This design comes from an exercise in tuning for small area on the open sky130 flow, not from production work. Function was checked by simulation only, so behaviour that the tests miss may differ from the original. No activity file was given, so power comes from the tool's default toggle rates.

## alpha
==> flow/design.v (excerpt) <==
module DatapathSingleCycle (
    input             clk,
    input             rst,
    output            halt,
    output     [31:0] pc_to_imem,
    input      [31:0] inst_from_imem,
    output     [31:0] addr_to_dmem,
    input      [31:0] load_data_from_dmem,
    output     [31:0] store_data_to_dmem,
    output     [ 3:0] store_we_to_dmem,
    input             ack_from_rsa,
    output            rsa_en,
    output            mem_en
);
  wire [31:0] inst = inst_from_imem;
  wire [ 4:0] rd   = inst[11:7];
  wire [ 2:0] f3   = inst[14:12];
  wire [ 4:0] rs1  = inst[19:15];
  wire [ 4:0] rs2  = inst[24:20];
  wire [4:0] opc = inst[6:2];
  wire is_load   = (opc == 5'b00000);
  wire is_store  = (opc == 5'b01000);
  wire is_branch = (opc == 5'b11000);
  wire is_jalr   = (opc == 5'b11001);
  wire is_jal    = (opc == 5'b11011);
  wire is_opimm  = (opc == 5'b00100);
  wire is_op     = (opc == 5'b01100);
  wire is_auipc  = (opc == 5'b00101);
  wire is_lui    = (opc == 5'b01101);
  wire is_sys    = (opc == 5'b11100);
  wire is_alu    = is_op | is_opimm;
  genvar gi;
  reg  [31:0]  pc;
  reg  [991:0] rfq;    
  assign pc_to_imem = pc;
  wire [31:1] sel1, sel2, sel_rd;
  generate
    for (gi = 1; gi < 32; gi = gi + 1) begin : dec_
      assign sel1[gi]   = (rs1 == gi);
      assign sel2[gi]   = (rs2 == gi);
      assign sel_rd[gi] = (rd == gi);
    end
  endgenerate
  wire [31:0] rs1_data, rs2_data;
  rf_read rp1 (.q(rfq), .sel(sel1), .data(rs1_data));
  rf_read rp2 (.q(rfq), .sel(sel2), .data(rs2_data));
  wire        use_rs2 = is_op | is_branch;
  wire        do_sub  = is_branch | (is_alu & (f3[2:1] == 2'b01)) |
                        (is_op & (f3 == 3'b000) & inst[30]);
  wire [31:0] imm_is  = {{21{inst[31]}}, inst[30:25],
  ...
Settings: LEC_CHECK=0, CAP_MARGIN=20, CORE_MARGIN=2, CORE_UTILIZATION=50, PLACE_DENSITY=0.65, SETUP_SLACK_MARGIN=0.3, SLEW_MARGIN=20, SYNTH_HIERARCHICAL=1; clock period 12.0 ns.
standard.sh (not shown) runs the stock make flow with config.mk's settings and CLKGATE_MAP_FILE= SYNTH_SCRIPT=/design/flow/synth_recipe.tcl, a recipe that flattens the netlist after the stock synthesis.
==> flow/flow/run.sh <==
#!/bin/bash
set -euo pipefail
cd "$(dirname "$0")/.."
export BUFFER_PORTS_ARGS="-buffer_cell sky130_fd_sc_hd__buf_2"
export CTS_ARGS="-sink_clustering_enable -repair_clock_nets -dont_use_dummy_load -sink_clustering_size 25 -sink_clustering_max_diameter 80 -buf_list sky130_fd_sc_hd__clkbuf_16"
bash standard.sh > standard.log 2>&1
Modified inputs, beta compared to alpha
Settings: SETUP_SLACK_MARGIN changed from 0.3 to 0.2; CORE_UTILIZATION changed from 50 to 40; PLACE_DENSITY changed from 0.65 to 0.6.
==> flow/run.sh (new file) <==
#!/bin/bash
# synth_recipe.tcl (not shown) runs the flow's synth.tcl, then flattens the netlist and writes it again
# the make line also repeats each setting of config.mk as NAME=value (left out here)
make -C /OpenROAD-flow-scripts/flow DESIGN_CONFIG=/design/flow/config.mk WORK_HOME=/design/flow/orfs CLKGATE_MAP_FILE= SYNTH_SCRIPT=/design/flow/synth_recipe.tcl finish
removed: flow/flow/run.sh
removed: flow/standard.sh
Notes after the runs:
- Between beta and alpha, worst-case register-to-register setup slack is lower for beta, alpha comes in above that.
- The critical-path cell with the highest stage delay comes out clkdlybuf4s50_1 in one run and or3_1 in the other, namely in beta and alpha respectively.
- Between beta and alpha, area growth from synthesis to layout is lower for alpha, beta comes in above that.
- Summary — buffers plus inverters on the worst setup path, beta relative to alpha: higher, by 2.
- beta vs alpha, end point of the critical path: mem_en vs addr_to_dmem[31]
- Net load switching power (beta vs. alpha) increases by more than 10%
Input-level comparison between gamma and beta:
Settings: CORE_UTILIZATION changed from 40 to 50; PLACE_DENSITY changed from 0.6 to 0.65; SETUP_SLACK_MARGIN changed from 0.2 to 0.3.
==> flow/flow/run.sh (new file) <==
#!/bin/bash
set -euo pipefail
cd "$(dirname "$0")/.."
export BUFFER_PORTS_ARGS="-buffer_cell sky130_fd_sc_hd__buf_2"
export CTS_ARGS="-sink_clustering_enable -repair_clock_nets -dont_use_dummy_load -sink_clustering_size 15 -sink_clustering_max_diameter 60 -buf_list sky130_fd_sc_hd__clkbuf_8"
bash standard.sh > standard.log 2>&1
==> flow/standard.sh (new file) <==
#!/bin/bash
# synth_recipe.tcl (not shown) runs the flow's synth.tcl, then flattens the netlist and writes it again
# the make line also repeats each setting of config.mk as NAME=value (left out here)
make -C /OpenROAD-flow-scripts/flow DESIGN_CONFIG=/design/flow/config.mk WORK_HOME=/design/flow/orfs CLKGATE_MAP_FILE= SYNTH_SCRIPT=/design/flow/synth_recipe.tcl "${@:-finish}"
removed: flow/run.sh
Findings:
Layout buffer count excluding clock buffers (higher): beta. Going from beta to gamma, the internal power of the cells was found to have gone down by about 24%. Of gamma and beta, beta shows the higher wire length of the first global-routing pass, with gamma below it. Measured against each other, gamma and beta differ in share of final layout cell area taken by clock buffers and inverters, the higher figure coming from beta. Delta (gamma minus beta): net count of the finished layout -about 1.7%; max-slew violation count barely changed; final cell area excluding filler cells saw a decrease; met2 routing resource usage after global routing rose 9.7 points.
Changes in delta relative to gamma:
Settings: CORE_UTILIZATION now 60, was 50; PLACE_DENSITY now 0.72, was 0.65.
==> comparison <==
Summary of delta over gamma: cell count decreased 213; overall via count from detail_route increased 947; minimum clock period after layout increased 0.23 ns. delta against gamma; largest net degree at the start of global routing is down by more than a quarter. Diff gamma -> delta | chip width | down by a little under 10%. Clock-buffer cell count in delta vs gamma: down 4.5%. There was hardly any difference in leakage power summed over all cells between delta and gamma.

==> separate check: timing with driven ports <==
How much do the figures lean on ideal ports? The routed layouts below were timed once more, with nothing changed but the port constraints. Step 1, drivers: a clkbuf_16 drives clk and a buf_2 each remaining input, both assumed. Step 2 moves the port delays by t, midway between the first and last clock arrival at a register: inputs arrive t later, outputs are due t later. That takes back most of the time a late clock gives input paths. Slacks: no drivers / after step 1 / after step 2; pairs: no drivers / after step 1.
run | t, ns | setup slack, ns | hold WS [ns] | worst register clock-pin slew, ns | cell pins on the clock port's net
alpha | 0.733 | 0.409 / 0.371 / 0.371 | 0.500 / 0.500 / 0.500 | 0.11 / 0.11 | 1
beta | 0.800 | 0.308 / 0.283 / 0.283 | 0.498 / 0.498 / 0.498 | 0.08 / 0.08 | 1
gamma | 0.858 | 0.711 / 0.674 / 0.674 | 0.500 / 0.500 / 0.500 | 0.10 / 0.10 | 1
delta | 0.819 | 0.482 / 0.456 / 0.456 | 0.502 / 0.502 / 0.502 | 0.10 / 0.10 | 1
After both steps setup and hold are still met in every run listed. The setup slack of alpha, which loses most, moves by -0.038 ns with the drivers and by -0.038 ns with both steps.
